Context: an optimization exercise on an open-source flow, tuned for small area. The choices shown serve that exercise and are no tape-out recipe. RTL that was checked went through simulation tests only; none was proved equivalent to the original. The flow treats the clock pin as an ideal source. Dropping or thinning the clock tree relies on that and would not hold on a real chip.

v1:
## fir_filter
module fir_filter(clk,reset,data_in,data_out);
input clk,reset;
input signed [15:0] data_in;  
output reg signed [15:0] data_out;  
reg [15:0] x0, x1, x2, x3, x4, x5, x6, x7;
wire [15:0] y;
always @(posedge clk or posedge reset)
  if (reset) begin
    x0 <= 0; x1 <= 0; x2 <= 0; x3 <= 0;
    x4 <= 0; x5 <= 0; x6 <= 0; x7 <= 0;
    data_out <= 0;
  end else begin
    x0 <= data_in; x1 <= x0; x2 <= x1; x3 <= x2;
    x4 <= x3; x5 <= x4; x6 <= x5; x7 <= x6;
    data_out <= y;
  end
  wire n1 = x1[0] ^ x6[0];
  wire n2 = x1[0] & x6[0];
  wire n3, n4;
  fir_fa u_n3 (.a(x1[1]), .b(x6[1]), .c(n2), .s(n3), .co(n4));
  wire n5, n6;
  fir_fa u_n5 (.a(x1[2]), .b(x6[2]), .c(n4), .s(n5), .co(n6));
  wire n7, n8;
  fir_fa u_n7 (.a(x1[3]), .b(x6[3]), .c(n6), .s(n7), .co(n8));
  wire n9, n10;
  fir_fa u_n9 (.a(x1[4]), .b(x6[4]), .c(n8), .s(n9), .co(n10));
  wire n11, n12;
  fir_fa u_n11 (.a(x1[5]), .b(x6[5]), .c(n10), .s(n11), .co(n12));
  wire n13, n14;
  fir_fa u_n13 (.a(x1[6]), .b(x6[6]), .c(n12), .s(n13), .co(n14));
  wire n15, n16;
  fir_fa u_n15 (.a(x1[7]), .b(x6[7]), .c(n14), .s(n15), .co(n16));
  wire n17, n18;
  fir_fa u_n17 (.a(x1[8]), .b(x6[8]), .c(n16), .s(n17), .co(n18));
  wire n19, n20;
  ...
Size: about 640 cells after synthesis, roughly 34 I/O pins, roughly 11000 sq um of cells after synthesis.
==> flow/config.mk <==
export PLATFORM = sky130hd
export DESIGN_NAME = fir_filter
export DESIGN_NICKNAME = fir_filter
export VERILOG_FILES = /design/flow/design.v
export SDC_FILE = /design/flow/constraint.sdc
export NUM_CORES = 4
export LEC_CHECK = 0
export CAP_MARGIN = 20
export CORE_MARGIN = 2
export CORE_UTILIZATION = 60
export SLEW_MARGIN = 20
export SYNTH_HIERARCHICAL = 1
==> flow/constraint.sdc <==
create_clock -name core_clock -period 13.0 [get_ports {clk}]
set_input_delay 2.6000 -clock core_clock [delete_from_list [all_inputs] [get_ports {clk}]]
set_output_delay 2.6000 -clock core_clock [all_outputs]
set_load 0.01 [all_outputs]
standard.sh (not shown) runs the stock make flow with config.mk's settings and CLKGATE_MAP_FILE= SYNTH_SCRIPT=/design/flow/synth_recipe.tcl, a recipe that flattens the netlist after the stock synthesis.
==> flow/flow/run.sh <==
#!/bin/bash
set -euo pipefail
export CTS_ARGS="-sink_clustering_enable -repair_clock_nets -buf_list sky130_fd_sc_hd__clkbuf_8 -dont_use_dummy_load"
bash standard.sh > standard_flow.log 2>&1
Inputs modified between v1 and v38:
# v1
export LEC_CHECK = 0
export CAP_MARGIN = 20
export CORE_MARGIN = 2
export CORE_UTILIZATION = 60
export SLEW_MARGIN = 20
export SYNTH_HIERARCHICAL = 1
create_clock -name core_clock -period 13.0 [get_ports {clk}]
# v38
export LEC_CHECK = 0
export CAP_MARGIN = 20
export CORE_MARGIN = 2
export CORE_UTILIZATION = 60
export GPL_TIMING_DRIVEN = 0
export SLEW_MARGIN = 20
export SYNTH_HIERARCHICAL = 1
create_clock -name core_clock -period 13.0 [get_ports {clk}]
==> flow/flow/run.sh <==
#!/bin/bash
# The standard layout (bash standard.sh) with two settings changed:
#  - port buffers (one per input and output port, as standard) use buf_1 cells;
#  - clock tree synthesis uses clkbuf_8 buffers and adds no dummy loads.
# standard.sh's output goes to standard_flow.log; ORFS's per-step logs stay in orfs/logs.
set -euo pipefail
export BUFFER_PORTS_ARGS="-buffer_cell sky130_fd_sc_hd__buf_1"
export CTS_ARGS="-sink_clustering_enable -repair_clock_nets -buf_list sky130_fd_sc_hd__clkbuf_8 -dont_use_dummy_load"
bash standard.sh > standard_flow.log 2>&1
==> run notes <==
On cell area, v38 does better than v1. Diff v1..v38 | maximum frequency | negligible. Re synthesized instance count: no difference whatsoever between v38 and v1.
diff inputs: v38 => v26
==> flow/flow/run.sh <==
#!/bin/bash
set -euo pipefail
export CTS_ARGS="-sink_clustering_enable -repair_clock_nets -buf_list sky130_fd_sc_hd__clkbuf_8 -dont_use_dummy_load"
bash standard.sh > standard_flow.log 2>&1
==> run notes <==
Fmax essentially unchanged between v38 and v26.
Of v26 and v38, v38 shows the lower core occupancy in the finished layout, with v26 above it.
Comparing v26 and v38, overall routing resource usage is lower on v26.
Sort v26 and v38 by first-pass GRT wire length, ascending, and v26 comes first.

## job 5170
Another version of the RTL of fir_filter (not shown whole).
For scale: roughly 140 flip-flops, ~0.014 mm2 of cells after synthesis.
==> flow/design.v (excerpt) <==
module fir_filter(clk,reset,data_in,data_out);
input clk,reset;
input signed [15:0] data_in;  
output reg signed [15:0] data_out;  
reg [15:0] x0, x1, x2, x3, x4, x5, x6, x7;
wire [15:0] y;
always @(posedge clk or posedge reset)
  if (reset) begin
    x0 <= 0; x1 <= 0; x2 <= 0; x3 <= 0;
    x4 <= 0; x5 <= 0; x6 <= 0; x7 <= 0;
    data_out <= 0;
  end else begin
    x0 <= data_in; x1 <= x0; x2 <= x1; x3 <= x2;
    x4 <= x3; x5 <= x4; x6 <= x5; x7 <= x6;
    data_out <= y;
  end
  wire n1 = x1[0] ^ x6[0];
  wire n2 = x1[0] & x6[0];
  wire n3, n4;
  fir_fa u_n3 (.a(x1[1]), .b(x6[1]), .c(n2), .s(n3), .co(n4));
  wire n5, n6;
  fir_fa u_n5 (.a(x1[2]), .b(x6[2]), .c(n4), .s(n5), .co(n6));
  wire n7, n8;
  fir_fa u_n7 (.a(x1[3]), .b(x6[3]), .c(n6), .s(n7), .co(n8));
  wire n9, n10;
  fir_fa u_n9 (.a(x1[4]), .b(x6[4]), .c(n8), .s(n9), .co(n10));
  wire n11, n12;
  fir_fa u_n11 (.a(x1[5]), .b(x6[5]), .c(n10), .s(n11), .co(n12));
  ...
clock: 13.0 ns
lec_check: 0
cap_margin: 20
core_margin: 2
core_utilization: 60
cts_buf_list: sky130_fd_sc_hd__clkbuf_8
slew_margin: 20
synth_hierarchical: 1
run.sh (not shown) runs the stock make flow with config.mk's settings and CLKGATE_MAP_FILE= SYNTH_SCRIPT=/design/flow/synth_recipe.tcl, a recipe that flattens the netlist after the stock synthesis.
Stock flow here: none of the scripts above is used.
Edits applied to the flow inputs when going from job 5170 to job 7757:
diff --git a/flow/config.mk b/flow/config.mk
--- a/flow/config.mk
+++ b/flow/config.mk
@@ -8,6 +8,5 @@
 export CAP_MARGIN = 20
 export CORE_MARGIN = 2
-export CORE_UTILIZATION = 60
-export CTS_BUF_LIST = sky130_fd_sc_hd__clkbuf_8
+export CORE_UTILIZATION = 40
 export SLEW_MARGIN = 20
 export SYNTH_HIERARCHICAL = 1
==> run notes <==
- Summary: with job 5170 as the reference, via count of the first global-routing pass in job 7757 moved down by a few percent.
- Summary: final routed wirelength across all metal layers, job 7757 worse than job 5170
- Job 5170 has lower final critical-path required period than job 7757.
- Relative to job 5170, the slack of the critical path of job 7757 is lower by 0.12 ns.
- Changes observed in job 7757 relative to job 5170: die area +about 50%; area growth from synthesis to final layout went up.
- Compared job 5170 against job 7757; aggregate negative setup slack within noise.
- [job 7757 vs job 5170] maximum frequency: lower in job 7757

Another version of the RTL of fir_filter (not shown whole).
Size: about 720 cells after synthesis, about 140 flip-flops, roughly 13000 um^2 of cells after synthesis.
Settings: LEC_CHECK=0, CAP_MARGIN=20, CORE_MARGIN=2, CORE_UTILIZATION=60, GPL_TIMING_DRIVEN=0, SLEW_MARGIN=20, SYNTH_HIERARCHICAL=1; clock period 13.0 ns.
standard.sh (not shown) runs the stock make flow with config.mk's settings and CLKGATE_MAP_FILE= SYNTH_SCRIPT=/design/flow/synth_recipe.tcl, a recipe that flattens the netlist after the stock synthesis.
==> flow/flow/run.sh <==
#!/bin/bash
set -euo pipefail
export CTS_ARGS="-sink_clustering_enable -repair_clock_nets -buf_list sky130_fd_sc_hd__clkbuf_8 -dont_use_dummy_load"
bash standard.sh > standard_flow.log 2>&1
==> next run, changes <==
- CTS_BUF_LIST: not set -> sky130_fd_sc_hd__clkbuf_8
- GPL_TIMING_DRIVEN: 0 -> not set
Outcome: Worst hold slack stays flat; synthesized area does not change.
==> next run, changes <==
==> flow/flow/run.sh (replaced) <==
#!/bin/bash
set -euo pipefail
export CTS_ARGS="-sink_clustering_enable -repair_clock_nets -buf_list sky130_fd_sc_hd__clkbuf_16 -sink_clustering_size 36 -sink_clustering_max_diameter 200 -dont_use_dummy_load"
bash standard.sh > standard_flow.log 2>&1
- CTS_BUF_LIST: sky130_fd_sc_hd__clkbuf_8 -> not set
- GPL_TIMING_DRIVEN: not set -> 0
Effect: Critical path depth stays the same. Final cell count is lower by 2.0%. Die area stays the same. Wire length falls by 9.6%. Setup slack is worse by 0.026 ns. Utilization increases by 0.33 points. Via count drops by 2.6%. Global-route usage went down by 2.4 points.
==> next run, changes <==
==> flow/run.sh (new file) <==
#!/bin/bash
# synth_recipe.tcl (not shown) runs the flow's synth.tcl, then flattens the netlist and writes it again
# the make line also repeats each setting of config.mk as NAME=value (left out here)
make -C /OpenROAD-flow-scripts/flow DESIGN_CONFIG=/design/flow/config.mk WORK_HOME=/design/flow/orfs CLKGATE_MAP_FILE= SYNTH_SCRIPT=/design/flow/synth_recipe.tcl finish
- CTS_BUF_LIST: not set -> sky130_fd_sc_hd__clkbuf_16
- CTS_CLUSTER_DIAMETER: not set -> 150
- CTS_CLUSTER_SIZE: not set -> 40
- GPL_TIMING_DRIVEN: 0 -> not set
removed: flow/flow/run.sh
removed: flow/standard.sh
=> Global-route usage came out higher by 2.6 points. Fmax is about the same. Worst setup slack is about the same. Utilization came out higher by 1.5 points. Die area is unchanged. Critical path depth is unchanged. Worst hold slack improves by 0.0042 ns.
==> next run, changes <==
==> flow/flow/run.sh (new file) <==
#!/bin/bash
set -euo pipefail
export CTS_ARGS="-sink_clustering_enable -repair_clock_nets -buf_list sky130_fd_sc_hd__clkbuf_8 -sink_clustering_size 24 -sink_clustering_max_diameter 150 -dont_use_dummy_load"
bash standard.sh > standard_flow.log 2>&1
==> flow/standard.sh (new file) <==
#!/bin/bash
# synth_recipe.tcl (not shown) runs the flow's synth.tcl, then flattens the netlist and writes it again
# the make line also repeats each setting of config.mk as NAME=value (left out here)
make -C /OpenROAD-flow-scripts/flow DESIGN_CONFIG=/design/flow/config.mk WORK_HOME=/design/flow/orfs CLKGATE_MAP_FILE= SYNTH_SCRIPT=/design/flow/synth_recipe.tcl "${@:-finish}"
- CTS_BUF_LIST: sky130_fd_sc_hd__clkbuf_16 -> not set
- CTS_CLUSTER_DIAMETER: 150 -> not set
- CTS_CLUSTER_SIZE: 40 -> not set
- GPL_TIMING_DRIVEN: not set -> 0
removed: flow/run.sh
Result: The new run produced a clean layout; final area fell by a few percent; via count came out lower by a few percent; sequential share of layout area climbs by 0.91 points; final cell count went down by a few percent; routed wire length drops by roughly a tenth; non-clock buffer count went down by 21.

red:
fir_filter, a different RTL version from the one above (not shown whole).
Size: roughly 640 cells after synthesis, roughly 140 flip-flops.
// fir_filter
module fir_filter(clk,reset,data_in,data_out);
input clk,reset;
input signed [15:0] data_in;  
output reg signed [15:0] data_out;  
reg [15:0] x0, x1, x2, x3, x4, x5, x6, x7;
wire [15:0] y;
always @(posedge clk or posedge reset)
  if (reset) begin
    x0 <= 0; x1 <= 0; x2 <= 0; x3 <= 0;
    x4 <= 0; x5 <= 0; x6 <= 0; x7 <= 0;
    data_out <= 0;
  end else begin
    x0 <= data_in; x1 <= x0; x2 <= x1; x3 <= x2;
    x4 <= x3; x5 <= x4; x6 <= x5; x7 <= x6;
    data_out <= y;
  end
  wire n1 = x1[0] ^ x6[0];
  wire n2 = x1[0] & x6[0];
  wire n3, n4;
  fir_fa u_n3 (.a(x1[1]), .b(x6[1]), .c(n2), .s(n3), .co(n4));
  wire n5, n6;
  fir_fa u_n5 (.a(x1[2]), .b(x6[2]), .c(n4), .s(n5), .co(n6));
  wire n7, n8;
  fir_fa u_n7 (.a(x1[3]), .b(x6[3]), .c(n6), .s(n7), .co(n8));
  wire n9, n10;
  fir_fa u_n9 (.a(x1[4]), .b(x6[4]), .c(n8), .s(n9), .co(n10));
  wire n11, n12;
  fir_fa u_n11 (.a(x1[5]), .b(x6[5]), .c(n10), .s(n11), .co(n12));
  wire n13, n14;
  fir_fa u_n13 (.a(x1[6]), .b(x6[6]), .c(n12), .s(n13), .co(n14));
  wire n15, n16;
  fir_fa u_n15 (.a(x1[7]), .b(x6[7]), .c(n14), .s(n15), .co(n16));
  wire n17, n18;
  fir_fa u_n17 (.a(x1[8]), .b(x6[8]), .c(n16), .s(n17), .co(n18));
  wire n19, n20;
  fir_fa u_n19 (.a(x1[9]), .b(x6[9]), .c(n18), .s(n19), .co(n20));
  wire n21, n22;
  fir_fa u_n21 (.a(x1[10]), .b(x6[10]), .c(n20), .s(n21), .co(n22));
  wire n23, n24;
  fir_fa u_n23 (.a(x1[11]), .b(x6[11]), .c(n22), .s(n23), .co(n24));
  wire n25, n26;
  fir_fa u_n25 (.a(x1[12]), .b(x6[12]), .c(n24), .s(n25), .co(n26));
  wire n27, n28;
  ...
export LEC_CHECK = 0
export CAP_MARGIN = 20
export CORE_MARGIN = 2
export CORE_UTILIZATION = 72
export GPL_TIMING_DRIVEN = 0
export SLEW_MARGIN = 20
export SYNTH_HIERARCHICAL = 1
create_clock -name core_clock -period 13.0 [get_ports {clk}]
==> flow/flow/run.sh <==
#!/bin/bash
# The standard layout (bash standard.sh) with these changes:
#  - port buffers (one per input and output port, as standard) use buf_1 cells;
#  - after clock tree synthesis, its tree is replaced (POST_CTS_TCL hook) by a
#    two-level tree (flow/mantree.tcl, flow/rebuild.tcl): clk -> one clkbuf_8
#    -> 8 clkbuf_8 leaves, each driving the x* sample flip-flops of one
#    placement cluster; the 16 data_out flip-flops get their own leaf, fed
#    through two clkdlybuf4s50_1 cells.  That skew only helps the
#    register-to-register paths x* -> data_out (the filter arithmetic); the
#    input paths (data_in -> x0) see the normal clock and the output paths
#    (data_out -> ports) only lose slack.
# standard.sh's output goes to standard_flow.log; ORFS's per-step logs stay in orfs/logs.
set -euo pipefail
FLOWDIR="$PWD/flow"
cat > "$PWD/post_cts.tcl" <<EOF
source $FLOWDIR/mantree.tcl
source $FLOWDIR/rebuild.tcl
clktree_rebuild 8 sky130_fd_sc_hd__clkbuf_8 sky130_fd_sc_hd__clkbuf_8 {data_out*} sky130_fd_sc_hd__clkdlybuf4s50_1 2
detailed_placement
check_placement -verbose
estimate_parasitics -placement
report_worst_slack -max
report_worst_slack -min
EOF
export POST_CTS_TCL="$PWD/post_cts.tcl"
# the timing repair that follows global routing runs with the final clock tree
export SKIP_CTS_REPAIR_TIMING=1
export BUFFER_PORTS_ARGS="-buffer_cell sky130_fd_sc_hd__buf_1"
export CTS_ARGS="-sink_clustering_enable -repair_clock_nets -buf_list sky130_fd_sc_hd__clkbuf_8 -dont_use_dummy_load"
bash standard.sh > standard_flow.log 2>&1
Other scripts of this flow, unchanged in this note and not shown: flow/flow/mantree.tcl, flow/flow/rebuild.tcl
red finished end to end and its layout was clean on timing, DRC and antenna.
Modified inputs, blue compared to red
-- flow/flow/run.sh --
<<< red, line 6
#    -> 8 clkbuf_8 leaves, each driving the x* sample flip-flops of one
#    placement cluster; the 16 data_out flip-flops get their own leaf, fed
#    through two clkdlybuf4s50_1 cells.  That skew only helps the
#    register-to-register paths x* -> data_out (the filter arithmetic); the
#    input paths (data_in -> x0) see the normal clock and the output paths
>>> blue, line 6
#    -> 8 clkbuf_8 leaves, each driving the x* sample flip-flops of one
#    placement cluster; the 16 data_out flip-flops get their own leaf, fed
#    through three clkdlybuf4s50_1 cells.  That skew only helps the
#    register-to-register paths x* -> data_out (the filter arithmetic); the
#    input paths (data_in -> x0) see the normal clock and the output paths
<<< red, line 16
source $FLOWDIR/mantree.tcl
source $FLOWDIR/rebuild.tcl
clktree_rebuild 8 sky130_fd_sc_hd__clkbuf_8 sky130_fd_sc_hd__clkbuf_8 {data_out*} sky130_fd_sc_hd__clkdlybuf4s50_1 2
detailed_placement
check_placement -verbose
>>> blue, line 16
source $FLOWDIR/mantree.tcl
source $FLOWDIR/rebuild.tcl
clktree_rebuild 8 sky130_fd_sc_hd__clkbuf_8 sky130_fd_sc_hd__clkbuf_8 {data_out*} sky130_fd_sc_hd__clkdlybuf4s50_1 3
detailed_placement
check_placement -verbose
Wire length delta (blue -> red): insignificant
Note that the logic depth of the worst setup path including buffers recorded for red amounts to 0.941 times the value seen in blue.
Diff blue..red | async set or reset register ratio after synthesis | unchanged
On sequential portion of the cell area, the lower figure sits with red, not blue.
blue: core utilization is 0.51 points lower than what red reported.
No functional check of the RTL was part of any run of this note. No run of this note takes its clock network from TritonCTS; it comes from the design's own scripts or RTL.

==> port drivers added, routing unchanged <==
The results above use ideal ports. As a check the final layouts listed here were re-extracted and re-timed, cells and wires unchanged. Step 1: set_driving_cell puts a clkbuf_16 on clk and a buf_2 on each other input, an assumption about the parent block. Step 2, shift: input delay + t, output delay - t, t = (earliest + latest rising clock arrival at the registers) / 2. This alone moves slack from input paths to output paths. a / b / c = ideal / step 1 / step 2; a / b = the first two.
| run | t (ns) | setup slack, ns | hold slack, ns | clock arrival spread, ns |
|---|---|---|---|---|
| v1 | 0.477 | 0.182 / 0.182 / 0.182 | 0.385 / 0.385 / 0.385 | 0.030 / 0.031 |
| v38 | 0.477 | 0.199 / 0.199 / 0.199 | 0.390 / 0.390 / 0.390 | 0.031 / 0.031 |
| v26 | 0.469 | 0.195 / 0.195 / 0.195 | 0.381 / 0.381 / 0.381 | 0.036 / 0.036 |
| job 5170 | 0.498 | 0.257 / 0.257 / 0.257 | 0.378 / 0.378 / 0.378 | 0.024 / 0.024 |
| job 7757 | 0.490 | 0.139 / 0.139 / 0.139 | 0.385 / 0.385 / 0.385 | 0.016 / 0.015 |
| the first run of note 3 | 0.477 | 0.679 / 0.679 / 0.679 | 0.387 / 0.387 / 0.387 | 0.038 / 0.038 |
| the second run of note 3 | 0.478 | 0.649 / 0.649 / 0.649 | 0.385 / 0.385 / 0.385 | 0.039 / 0.039 |
| the third run of note 3 | 0.447 | 0.623 / 0.623 / 0.623 | 0.384 / 0.384 / 0.384 | 0.030 / 0.030 |
| the fourth run of note 3 | 0.470 | 0.625 / 0.625 / 0.625 | 0.388 / 0.388 / 0.388 | 0.015 / 0.015 |
| the fifth run of note 3 | 0.477 | 0.679 / 0.679 / 0.679 | 0.387 / 0.387 / 0.387 | 0.038 / 0.038 |
| red | 0.955 | 0.312 / 0.312 / 0.312 | 0.318 / 0.318 / 0.318 | 1.015 / 1.016 |
| blue | 1.175 | 0.415 / 0.415 / 0.415 | 0.110 / 0.110 / 0.110 | 1.480 / 1.480 |
In red and blue the clock reaches the registers at very different times; t lies between them, and the last value is a rough guide only.
